Source: an optimization exercise on an open RTL-to-GDS flow (aim: a short achievable clock period and few clock cycles). Production flows keep margins and buffers that such runs may drop.
The RTL was checked by simulation tests, not by an equivalence proof against the original design.

==> inputs of run a <==
==> flow/design.v (excerpt) <==
module CPU_wrapper (
    input clk,   
    input rst,  
    output logic [4-1:0] AWID_M0,
    output logic [32-1:0] AWADDR_M0,
    output logic [4-1:0] AWLEN_M0,
    output logic [3-1:0] AWSIZE_M0,
    output logic [1:0] AWBURST_M0,
    output logic AWVALID_M0,
    input AWREADY_M0,
    output logic [32-1:0] WDATA_M0,
    output logic [4-1:0] WSTRB_M0,
    output logic WLAST_M0,
    output logic WVALID_M0,
    input WREADY_M0,
    input [4-1:0] BID_M0,
    input [1:0] BRESP_M0,
    input BVALID_M0,
    output logic BREADY_M0,
    output logic [4-1:0] AWID_M1,
    output logic [32-1:0] AWADDR_M1,
    output logic [4-1:0] AWLEN_M1,
    output logic [3-1:0] AWSIZE_M1,
    output logic [1:0] AWBURST_M1,
    output logic AWVALID_M1,
    input AWREADY_M1,
    output logic [32-1:0] WDATA_M1,
    output logic [4-1:0] WSTRB_M1,
    output logic WLAST_M1,
    output logic WVALID_M1,
    input WREADY_M1,
    input [4-1:0] BID_M1,
    input [1:0] BRESP_M1,
    input BVALID_M1,
    output logic BREADY_M1,
    output logic [4-1:0] ARID_M0,
    output logic [32-1:0] ARADDR_M0,
    output logic [4-1:0] ARLEN_M0,
  ...
clock: 11.0 ns
lec_check: 0
cap_margin: 20
core_margin: 2
core_utilization: 30
setup_slack_margin: 5
slew_margin: 20
tns_end_percent: 100
standard.sh (not shown) runs the stock make flow with config.mk's settings and CLKGATE_MAP_FILE= SYNTH_SCRIPT=/design/flow/synth_recipe.tcl, a recipe that flattens the netlist after the stock synthesis.
==> flow/flow/run.sh <==
#!/bin/bash
set -euo pipefail
sed 's/SETUP_SLACK_MARGIN=[0-9.]*/SETUP_SLACK_MARGIN=7/' standard.sh > standard_margin.sh
bash standard_margin.sh > standard_margin.log 2>&1
==> run b: changes against run a <==
--- a/flow/design.v
+++ b/flow/design.v
@@ -230,54 +230,70 @@
     assign bt_pred   = bt_hit ? bt_tgt[f_addr[4:2]] : f_addr4;
     logic d_pop;
     assign ib_na_p  = d_pop ? ib_na - 3'd1 : ib_na;
     assign ib_nf_p  = d_pop ? ib_nf - 3'd1 : ib_nf;
     assign ib_alloc = f_ar_hs & ~f_junk;
     assign ib_fillw = f_r_hs & ~f_r_junk;
     logic [3:0] f_inflight_n;
     assign f_inflight_n = f_inflight + {3'b0, f_ar_hs} - {3'b0, f_r_hs};
+    logic [31:0] r_pc, r_immj, r_immb, r_tgtj, r_tgtb, r_tgt, f_tgt;
+    logic        r_ptk, r_take, redirect_r, f_redirect;
+    assign r_pc   = ib_pc[ib_nf[1:0]];
+    assign r_ptk  = ib_pt[ib_nf[1:0]];
+    assign r_immj = {{12{r_ins[31]}}, r_ins[19:12], r_ins[20], r_ins[30:21], 1'b0};
+    assign r_immb = {{20{r_ins[31]}}, r_ins[7], r_ins[30:25], r_ins[11:8], 1'b0};
+    ks_add32 u_raddj (.a(r_pc), .b(r_immj), .cin(1'b0), .s(r_tgtj));
+    ks_add32 u_raddb (.a(r_pc), .b(r_immb), .cin(1'b0), .s(r_tgtb));
+    assign r_tgt  = r_cls[2] ? r_tgtj : r_tgtb;
+    assign r_take = (r_cls[2] & (r_immj != 32'd4)) | (r_cls[4] & r_ins[31]);
+    assign redirect_r = ib_fillw & ~r_ptk & r_take & ~flush;
+    assign f_redirect = flush | redirect_r;
+    assign f_tgt      = flush ? flush_tgt : r_tgt;
     always_ff @(posedge clk or negedge rst) begin
         if (!rst) begin
             f_arvalid  <= 1'b0;
             f_junk     <= 1'b0;
             f_addr     <= 32'd0;
             f_redir    <= 32'd0;
             f_inflight <= 4'd0;
             f_drop     <= 4'd0;
             ib_na      <= 3'd0;
             ib_nf      <= 3'd0;
         end else begin
             f_inflight <= f_inflight_n;
-            if (flush) begin
+            if (f_redirect) begin
                 f_drop <= f_inflight_n;
-                if (flush_me | d_pop) begin
+                if (~flush) begin
+                    ib_na <= ib_nf_p + 3'd1;
+                    ib_nf <= ib_nf_p + 3'd1;
+                end else if (flush_me | d_pop) begin
                     ib_na <= 3'd0;
                     ib_nf <= 3'd0;
                 end else begin
                     ib_na <= 3'd1;
                     ib_nf <= 3'd1;
                 end
                 if (f_arvalid & ~ARREADY_M0) begin
                     f_junk  <= 1'b1;
-                    f_redir <= flush_tgt;
+                    f_redir <= f_tgt;
                 end else begin
                     f_junk    <= 1'b0;
-                    f_addr    <= flush_tgt;
-                    f_arvalid <= 1'b1;
+                    f_addr    <= f_tgt;
+                    f_arvalid <= flush | (ib_nf < 3'd3);
                 end
             end else begin
                 f_drop <= f_drop - {3'b0, f_r_hs & f_r_junk} + {3'b0, f_ar_hs & f_junk};
                 ib_na  <= ib_na_p + {2'b0, ib_alloc};
                 ib_nf  <= ib_nf_p + {2'b0, ib_fillw};
                 if (f_ar_hs) begin
                     if (f_junk) begin
                         f_junk    <= 1'b0;
                         f_addr    <= f_redir;
-                        f_arvalid <= 1'b1;
+                        f_arvalid <= (ib_na < 3'd4);
                     end else begin
                         f_addr    <= bt_pred;
                         f_arvalid <= (ib_na < 3'd3);
                     end
                 end else if (!f_arvalid) begin
                     f_arvalid <= (ib_na < 3'd4);
                 end
             end
@@ -297,16 +313,17 @@
                     ib_cls[gq] <= ib_cls[(gq + 1) % 4];
                 end
                 if (ib_alloc & (d_pop ? (ib_na == gq + 1) : (ib_na == gq))) ib_pc[gq] <= f_addr;
                 else if (d_pop) ib_pc[gq] <= ib_pc[(gq + 1) % 4];
             end
             always_ff @(posedge clk or negedge rst) begin
                 if (!rst) ib_pt[gq] <= 1'b0;
                 else if (ib_alloc & (d_pop ? (ib_na == gq + 1) : (ib_na == gq))) ib_pt[gq] <= bt_hit;
+                else if (redirect_r & (d_pop ? (ib_nf == gq + 1) : (ib_nf == gq))) ib_pt[gq] <= 1'b1;
                 else if (d_pop) ib_pt[gq] <= ib_pt[(gq + 1) % 4];
                 else if ((gq == 0) & redirect_d) ib_pt[gq] <= d_taken;
             end
         end
     endgenerate
     logic        d_valid;
     logic [31:0] d_ins, d_pc;
     logic        d_pt;
CORE_UTILIZATION = 50   (was 30)
==> run c: changes against run a <==
--- a/flow/design.v
+++ b/flow/design.v
@@ -143,29 +143,31 @@
     assign AWLEN_M1   = 4'b0;
     assign AWSIZE_M1  = 3'b010;
     assign AWBURST_M1 = 2'h1;
     assign WLAST_M1   = 1'b1;
     assign BREADY_M1  = 1'b1;
     logic        e_valid;
     logic [1:0]  e_skip;         
     logic [31:0] e_pc4, e_pcimm, e_pre;
+    logic [31:0] e_pc8, e_pc12, e_pc16;
     logic [31:0] e_a, e_b, e_s;  
     logic        e_fa_m, e_fb_m, e_fs_m;
     logic [4:0]  e_rd;
     logic        e_rw, e_ld, e_st, e_jal, e_jalr, e_pt, e_short;
     logic        e_zv, e_zf;     
     logic [1:0]  e_k;
     logic [1:0]  e_sz;           
     logic        e_uns;          
     logic [29:0] e_pcw;          
     logic        e_s_add, e_s_sub, e_s_sll, e_s_slt, e_s_sltu, e_s_xor, e_s_srl, e_s_sra,
                  e_s_or, e_s_and, e_s_pre;
     logic        e_b_eq, e_b_ne, e_b_lt, e_b_ge, e_b_ltu, e_b_geu;
     logic        m_valid, m_rw, m_ld, m_mis, m_fixed, m_btw, m_jt;
+    logic [1:0]  m_jsk;          
     logic [31:0] m_tgt, m_btt;
     logic [29:0] m_pcw;
     logic        m_arv, m_need_aw, m_awv, m_wv;
     logic [4:0]  m_rd;
     logic [2:0]  m_f3;
     logic [31:0] m_result, m_addr, m_wdata;
     logic [3:0]  m_strb;
     logic        w_valid, w_rw, w_ld, w_needr, w_got;
@@ -230,54 +232,70 @@
     assign bt_pred   = bt_hit ? bt_tgt[f_addr[4:2]] : f_addr4;
     logic d_pop;
     assign ib_na_p  = d_pop ? ib_na - 3'd1 : ib_na;
     assign ib_nf_p  = d_pop ? ib_nf - 3'd1 : ib_nf;
     assign ib_alloc = f_ar_hs & ~f_junk;
     assign ib_fillw = f_r_hs & ~f_r_junk;
     logic [3:0] f_inflight_n;
     assign f_inflight_n = f_inflight + {3'b0, f_ar_hs} - {3'b0, f_r_hs};
+    logic [31:0] r_pc, r_immj, r_immb, r_tgtj, r_tgtb, r_tgt, f_tgt;
+    logic        r_ptk, r_take, redirect_r, f_redirect;
+    assign r_pc   = ib_pc[ib_nf[1:0]];
+    assign r_ptk  = ib_pt[ib_nf[1:0]];
+    assign r_immj = {{12{r_ins[31]}}, r_ins[19:12], r_ins[20], r_ins[30:21], 1'b0};
+    assign r_immb = {{20{r_ins[31]}}, r_ins[7], r_ins[30:25], r_ins[11:8], 1'b0};
+    ks_add32 u_raddj (.a(r_pc), .b(r_immj), .cin(1'b0), .s(r_tgtj));
+    ks_add32 u_raddb (.a(r_pc), .b(r_immb), .cin(1'b0), .s(r_tgtb));
+    assign r_tgt  = r_cls[2] ? r_tgtj : r_tgtb;
+    assign r_take = (r_cls[2] & (r_immj != 32'd4)) | (r_cls[4] & r_ins[31]);
+    assign redirect_r = ib_fillw & ~r_ptk & r_take & ~flush;
+    assign f_redirect = flush | redirect_r;
+    assign f_tgt      = flush ? flush_tgt : r_tgt;
     always_ff @(posedge clk or negedge rst) begin
         if (!rst) begin
             f_arvalid  <= 1'b0;
             f_junk     <= 1'b0;
             f_addr     <= 32'd0;
             f_redir    <= 32'd0;
             f_inflight <= 4'd0;
             f_drop     <= 4'd0;
             ib_na      <= 3'd0;
             ib_nf      <= 3'd0;
         end else begin
             f_inflight <= f_inflight_n;
-            if (flush) begin
+            if (f_redirect) begin
                 f_drop <= f_inflight_n;
-                if (flush_me | d_pop) begin
+                if (~flush) begin
+                    ib_na <= ib_nf_p + 3'd1;
+                    ib_nf <= ib_nf_p + 3'd1;
+                end else if (flush_me | d_pop) begin
                     ib_na <= 3'd0;
                     ib_nf <= 3'd0;
                 end else begin
                     ib_na <= 3'd1;
                     ib_nf <= 3'd1;
                 end
                 if (f_arvalid & ~ARREADY_M0) begin
                     f_junk  <= 1'b1;
-                    f_redir <= flush_tgt;
+                    f_redir <= f_tgt;
                 end else begin
                     f_junk    <= 1'b0;
-                    f_addr    <= flush_tgt;
-                    f_arvalid <= 1'b1;
+                    f_addr    <= f_tgt;
+                    f_arvalid <= flush | (ib_nf < 3'd3);
                 end
             end else begin
                 f_drop <= f_drop - {3'b0, f_r_hs & f_r_junk} + {3'b0, f_ar_hs & f_junk};
                 ib_na  <= ib_na_p + {2'b0, ib_alloc};
                 ib_nf  <= ib_nf_p + {2'b0, ib_fillw};
                 if (f_ar_hs) begin
                     if (f_junk) begin
                         f_junk    <= 1'b0;
                         f_addr    <= f_redir;
-                        f_arvalid <= 1'b1;
+                        f_arvalid <= (ib_na < 3'd4);
                     end else begin
                         f_addr    <= bt_pred;
                         f_arvalid <= (ib_na < 3'd3);
                     end
                 end else if (!f_arvalid) begin
                     f_arvalid <= (ib_na < 3'd4);
                 end
             end
@@ -297,16 +315,17 @@
                     ib_cls[gq] <= ib_cls[(gq + 1) % 4];
                 end
                 if (ib_alloc & (d_pop ? (ib_na == gq + 1) : (ib_na == gq))) ib_pc[gq] <= f_addr;
                 else if (d_pop) ib_pc[gq] <= ib_pc[(gq + 1) % 4];
             end
             always_ff @(posedge clk or negedge rst) begin
                 if (!rst) ib_pt[gq] <= 1'b0;
                 else if (ib_alloc & (d_pop ? (ib_na == gq + 1) : (ib_na == gq))) ib_pt[gq] <= bt_hit;
+                else if (redirect_r & (d_pop ? (ib_nf == gq + 1) : (ib_nf == gq))) ib_pt[gq] <= 1'b1;
                 else if (d_pop) ib_pt[gq] <= ib_pt[(gq + 1) % 4];
                 else if ((gq == 0) & redirect_d) ib_pt[gq] <= d_taken;
             end
         end
     endgenerate
     logic        d_valid;
     logic [31:0] d_ins, d_pc;
     logic        d_pt;
@@ -328,33 +347,38 @@
     assign d_use1 = d_jalr | d_br | d_ld | d_st | d_opi | d_opr;
     assign d_use2 = d_br | d_st | d_opr;
     assign d_rw   = (d_lui | d_auipc | d_jal | d_jalr | d_ld | d_opi | d_opr) & (d_rd != 5'd0);
     logic [31:0] d_imm;
     assign d_imm = ib_imm[0];
     logic [31:0] d_pcimm, d_pc4;
     ks_add32 u_dadd (.a(d_pc), .b(d_imm), .cin(1'b0), .s(d_pcimm));
     ks_add32 u_dinc (.a(d_pc), .b(32'd4), .cin(1'b0), .s(d_pc4));
+    logic [31:0] d_pc8, d_pc12, d_pc16;
+    ks_add32 u_dinc8  (.a(d_pc), .b(32'd8),  .cin(1'b0), .s(d_pc8));
+    ks_add32 u_dinc12 (.a(d_pc), .b(32'd12), .cin(1'b0), .s(d_pc12));
+    ks_add32 u_dinc16 (.a(d_pc), .b(32'd16), .cin(1'b0), .s(d_pc16));
     logic       d_fwd_small;
     logic [2:0] d_offs;
     logic       d_short;
     assign d_offs      = d_imm[4:2];
     assign d_fwd_small = (d_imm[31:5] == 27'd0) & (d_imm[1:0] == 2'd0);
     assign d_short     = d_fwd_small & ((d_offs == 3'd1) | (d_offs == 3'd2) | (d_offs == 3'd3) |
                                         ((d_offs == 3'd4) & d_br));
     logic       d_ez, d_ez_taken;
-    assign d_ez   = d_br & (d_f3[2:1] == 2'b00) & e_live & e_rw & e_zv &
+    assign d_ez   = d_br & (d_f3[2:1] == 2'b00) & e_lived & e_rw & e_zv &
                     (((d_rs2 == 5'd0) & (d_rs1 == e_rd)) | ((d_rs1 == 5'd0) & (d_rs2 == e_rd)));
     assign d_ez_taken = d_f3[0] ^ e_zf;
     assign d_taken    = (d_jal & (~d_short | d_pt)) |
                         (d_br & (d_ez ? d_ez_taken : (d_pt | d_ins[31])));
     assign redirect_d = d_valid & (d_taken != d_pt);
     assign d_tgt      = d_taken ? d_pcimm : d_pc4;
     logic d_haz;
-    assign d_haz = (e_live & e_ld & e_rw & ((d_use1 & (d_rs1 == e_rd)) | (d_use2 & (d_rs2 == e_rd)))) |
+    logic e_lived;
+    assign d_haz = (e_lived & e_ld & e_rw & ((d_use1 & (d_rs1 == e_rd)) | (d_use2 & (d_rs2 == e_rd)))) |
                    (m_valid & m_ld & m_rw & ((d_use1 & (d_rs1 == m_rd)) | (d_use2 & (d_rs2 == m_rd))));
     assign d_pop = d_valid & ~d_haz & ~mem_stall;
     assign d_adv = d_pop & ~flush_me;
     logic [31:0] rf [1:31];
     logic        w_we;
     logic [31:0] w_wdata;
     logic [31:0] d_a, d_b;
     logic        d_mf1, d_mf2;    
@@ -371,18 +395,18 @@
     assign d_wl1  = w_we & w_ld & (w_rd == d_rs1);
     assign d_wl2  = w_we & w_ld & (w_rd == d_rs2);
     assign d_za   = (d_rs1 == 5'd0) ? 32'd0 : (d_mf1 ? m_result :
                     ((w_we & (w_rd == d_rs1)) ? w_result : rf[d_rs1]));
     assign d_zb   = d_bimm ? d_imm : ((d_rs2 == 5'd0) ? 32'd0 : (d_mf2 ? m_result :
                     ((w_we & (w_rd == d_rs2)) ? w_result : rf[d_rs2])));
     assign d_zero = ((d_za ^ d_zb) == {d_za[30:0] | d_zb[30:0], 1'b0});
     logic d_fm1, d_fm2;
-    assign d_fm1 = e_live & e_rw & (e_rd == d_rs1);
-    assign d_fm2 = e_live & e_rw & (e_rd == d_rs2);
+    assign d_fm1 = e_lived & e_rw & (e_rd == d_rs1);
+    assign d_fm2 = e_lived & e_rw & (e_rd == d_rs2);
     assign d_zv  = (d_f3 == 3'b000) & (d_opi | (d_opr & ~d_ins[30])) &
                    ~d_fm1 & ~(d_wl1 & ~d_mf1 & (d_rs1 != 5'd0)) &
                    (d_opi | (~d_fm2 & ~(d_wl2 & ~d_mf2 & (d_rs2 != 5'd0))));
     logic [31:0] e_ra, e_op2, e_rs;
     assign e_ra  = e_fa_m ? m_result : e_a;
     assign e_op2 = e_fb_m ? m_result : e_b;
     assign e_rs  = e_fs_m ? m_result : e_s;
     logic [31:0] e_sum, e_diff;
@@ -447,18 +471,32 @@
     assign e_taken    = (e_b_eq & e_eq) | (e_b_ne & ~e_eq) | (e_b_lt & e_lt) | (e_b_ge & ~e_lt) |
                         (e_b_ltu & e_ltu) | (e_b_geu & ~e_ltu) | e_jal;
     logic [31:0] e_jc, e_jx, e_jk;
     logic        e_jhit;
     assign e_jc   = {e_pc4[31:1], e_ra[0] ^ e_op2[0]};
     assign e_jx   = e_ra ^ e_op2 ^ e_jc;
     assign e_jk   = (e_ra & e_op2) | ((e_ra | e_op2) & ~e_jc);
     assign e_jhit = (e_jx == {e_jk[30:0], 1'b0});
+    logic [31:0] e_jc1, e_jc2, e_jc3;
+    logic        e_jh1, e_jh2, e_jh3;
+    logic [1:0]  e_jsk;
+    assign e_jc1 = {e_pc8[31:1],  e_ra[0] ^ e_op2[0]};
+    assign e_jc2 = {e_pc12[31:1], e_ra[0] ^ e_op2[0]};
+    assign e_jc3 = {e_pc16[31:1], e_ra[0] ^ e_op2[0]};
+    logic [31:0] e_jk1, e_jk2, e_jk3;
+    assign e_jk1 = (e_ra & e_op2) | ((e_ra | e_op2) & ~e_jc1);
+    assign e_jk2 = (e_ra & e_op2) | ((e_ra | e_op2) & ~e_jc2);
+    assign e_jk3 = (e_ra & e_op2) | ((e_ra | e_op2) & ~e_jc3);
+    assign e_jh1 = ((e_ra ^ e_op2 ^ e_jc1) == {e_jk1[30:0], 1'b0});
+    assign e_jh2 = ((e_ra ^ e_op2 ^ e_jc2) == {e_jk2[30:0], 1'b0});
+    assign e_jh3 = ((e_ra ^ e_op2 ^ e_jc3) == {e_jk3[30:0], 1'b0});
+    assign e_jsk = e_jh1 ? 2'd1 : (e_jh2 ? 2'd2 : (e_jh3 ? 2'd3 : 2'd0));
     assign e_mis      = e_valid & (e_killed ? e_pt :
-                                   (e_jalr ? ~e_jhit :
+                                   (e_jalr ? ~(e_jhit | e_jh1 | e_jh2 | e_jh3) :
                                     (e_pt ? ~e_taken : (e_taken & ~e_short))));
     assign e_tgt      = (e_killed | e_pt) ? e_pc4 : e_pcimm;
     logic [3:0]  e_strb;
     logic [31:0] e_wdata;
     always_comb begin
         case (e_sz)
             2'b00: begin
                 e_strb  = 4'b0001 << e_sum[1:0];
@@ -490,17 +528,20 @@
     assign ARADDR_M1  = m_addr;
     assign AWVALID_M1 = m_awv;
     assign AWADDR_M1  = m_addr;
     assign WVALID_M1  = m_wv;
     assign WDATA_M1   = m_wdata;
     assign WSTRB_M1   = m_strb;
     assign m_aw_hs    = m_awv & AWREADY_M1;
     assign wr_out_n   = wr_out + {2'b0, m_aw_hs} - {2'b0, BVALID_M1};
-    assign redirect_m = m_mis & ~m_fixed;
+    logic m_jkill, kill_e;
+    assign redirect_m = ~m_fixed & (m_mis | ((m_jsk != 2'd0) & e_valid & e_pt));
+    assign m_jkill    = ~m_fixed & (m_jsk != 2'd0) & ~(e_valid & e_pt);
+    assign kill_e     = redirect_m | m_jkill;
     always_ff @(posedge clk or negedge rst) begin
         if (!rst) wr_out <= 3'd0;
         else wr_out <= wr_out_n;
     end
     logic        w_wait;
     logic [31:0] w_raw, w_sh, w_lval;
     assign w_wait = w_needr & ~RVALID_M1;
     assign w_raw  = w_got ? w_ldbuf : RDATA_M1;
@@ -516,72 +557,84 @@
     end
     assign w_wdata = w_ld ? w_lval : w_result;
     assign w_we    = w_valid & w_rw;
     assign mem_stall = (m_arv & ~ARREADY_M1) | (m_need_aw & ~m_aw_hs) | (m_wv & ~WREADY_M1) | w_wait;
     always_ff @(posedge clk) begin
         if (w_we & ~w_wait) rf[w_rd] <= w_wdata;
     end
     logic e_go;      
-    assign e_go = e_live & ~redirect_m;
+    assign e_go    = e_live & ~kill_e;
+    assign e_lived = e_live & ~m_jkill;
     always_ff @(posedge clk or negedge rst) begin
         if (!rst) begin
             e_valid   <= 1'b0;
             e_skip    <= 2'd0;
             m_valid   <= 1'b0;
             m_mis     <= 1'b0;
             m_fixed   <= 1'b0;
             m_btw     <= 1'b0;
+            m_jsk     <= 2'd0;
             m_arv     <= 1'b0;
             m_need_aw <= 1'b0;
             m_awv     <= 1'b0;
             m_wv      <= 1'b0;
             w_valid   <= 1'b0;
             w_needr   <= 1'b0;
             w_got     <= 1'b0;
         end else if (mem_stall) begin
             m_btw <= 1'b0;
             if (redirect_m) begin
                 m_fixed <= 1'b1;
                 e_valid <= 1'b0;
+            end else if (m_jkill) begin
+                m_fixed <= 1'b1;
+                e_valid <= 1'b0;
+                e_skip  <= e_valid ? m_jsk - 2'd1 : m_jsk;
             end
             m_arv     <= m_arv & ~ARREADY_M1;
             m_need_aw <= m_need_aw & ~m_aw_hs;
             m_awv     <= m_need_aw & ~m_aw_hs & (wr_out_n != 3'd4);
             m_wv      <= m_wv & ~WREADY_M1;
             if (w_needr & RVALID_M1) begin
                 w_needr <= 1'b0;
                 w_got   <= 1'b1;
             end
         end else begin
             e_valid <= d_adv;
             if (redirect_m)
                 e_skip <= e_skip;
+            else if (m_jkill)
+                e_skip <= e_valid ? m_jsk - 2'd1 : m_jsk;
             else if (e_killed)
                 e_skip <= e_skip - 2'd1;
             else if (e_live & ~e_pt & e_taken & e_short)
                 e_skip <= e_k;
             m_valid   <= e_go;
-            m_mis     <= e_mis & ~redirect_m;
+            m_mis     <= e_mis & ~kill_e;
+            m_jsk     <= (e_go & e_jalr) ? e_jsk : 2'd0;
             m_fixed   <= 1'b0;
             m_btw     <= e_go & e_taken;
             m_arv     <= e_go & e_ld;
             m_need_aw <= e_go & e_st;
             m_awv     <= e_go & e_st & (wr_out_n != 3'd4);
             m_wv      <= e_go & e_st;
             w_valid   <= m_valid;
             w_needr   <= m_valid & m_ld;
             w_got     <= 1'b0;
         end
     end
     always_ff @(posedge clk) begin
         if (mem_stall) begin
             if (~w_got) w_ldbuf <= RDATA_M1;
         end else begin
             e_pc4    <= d_pc4;
+            e_pc8    <= d_pc8;
+            e_pc12   <= d_pc12;
+            e_pc16   <= d_pc16;
             e_pcimm  <= d_pcimm;
             e_a      <= d_a;
             e_b      <= d_bimm ? d_imm : d_b;
             e_s      <= d_b;
             e_pre    <= d_lui ? d_imm : (d_auipc ? d_pcimm : d_pc4);
             e_zv     <= d_zv;
             e_zf     <= d_zero;
             e_fa_m   <= d_fm1;
CORE_UTILIZATION = 50   (was 30)
==> results.sh <==
export IMPL_drive_gt1_share_pct=30.1
export IMPL_postLayoutCoreUtil_pct=37.4
export IMPL_synthArstFlopShare_pct=4.37
export IMPL_status="complete, no violations"
export IMPL_num_rows=236
export IMPL_die_x_um=649
That was run a.
==> results.sh <==
export IMPL_status="complete, no violations"
export IMPL_drive_gt1_share_pct=31.1
export IMPL_postLayoutCoreUtil_pct=62.2
export IMPL_synthArstFlopShare_pct=4.29
export IMPL_cp_num_cells=20
That was run c.
==> results.sh <==
export IMPL_status="complete, no violations"
export IMPL_postLayoutCoreUtil_pct=61.8
export IMPL_synthArstFlopShare_pct=4.37
export IMPL_whs_path_depth=0
export IMPL_placed_cell_area_um2=134000
export IMPL_ys_seq_area_share_pct=58.0
export IMPL_die_x_um=510
export IMPL_nonClkBufAreaFrac_pct=8.39
export IMPL_port_buffers=208
export IMPL_drive_gt1_share_pct=30.8
export IMPL_critPathKind="flop to flop"
That was run b.
Testbench counts of run a, summed over its fixed seeds: cycles 62,779.
Testbench counts of run b, summed over its fixed seeds: cycles 61,637.
Testbench counts of run c, summed over its fixed seeds: cycles 60,911.

## static timing again, ports no longer ideal
The flow's constraints put no driver on any port. The routed layouts listed below were extracted and timed again, unchanged, in two steps.
Step 1 sets driving cells, clkbuf_16 on the clock port and buf_2 on the other inputs (assumed; they add their load-dependent delay and slew).
Step 2 times the ports against the registers' clock, not the clock port: input delays grow and output delays shrink by t, the midpoint of the rising clock arrivals with the driver on.
a / b / c = ideal / step 1 / step 2; a / b = the first two.
run | t (ns) | setup slack, ns | cell pins on the clock port's net
run a | 0.990 | 6.543 / 6.543 / 5.907 | 1
run b | 1.020 | 6.646 / 6.646 / 5.781 | 1
run c | 1.026 | 6.275 / 6.275 / 5.359 | 1
After both steps every run listed still meets setup and hold. For run c, which loses most, drivers alone change the setup slack by 0.000 ns; drivers and shift together by -0.916 ns.
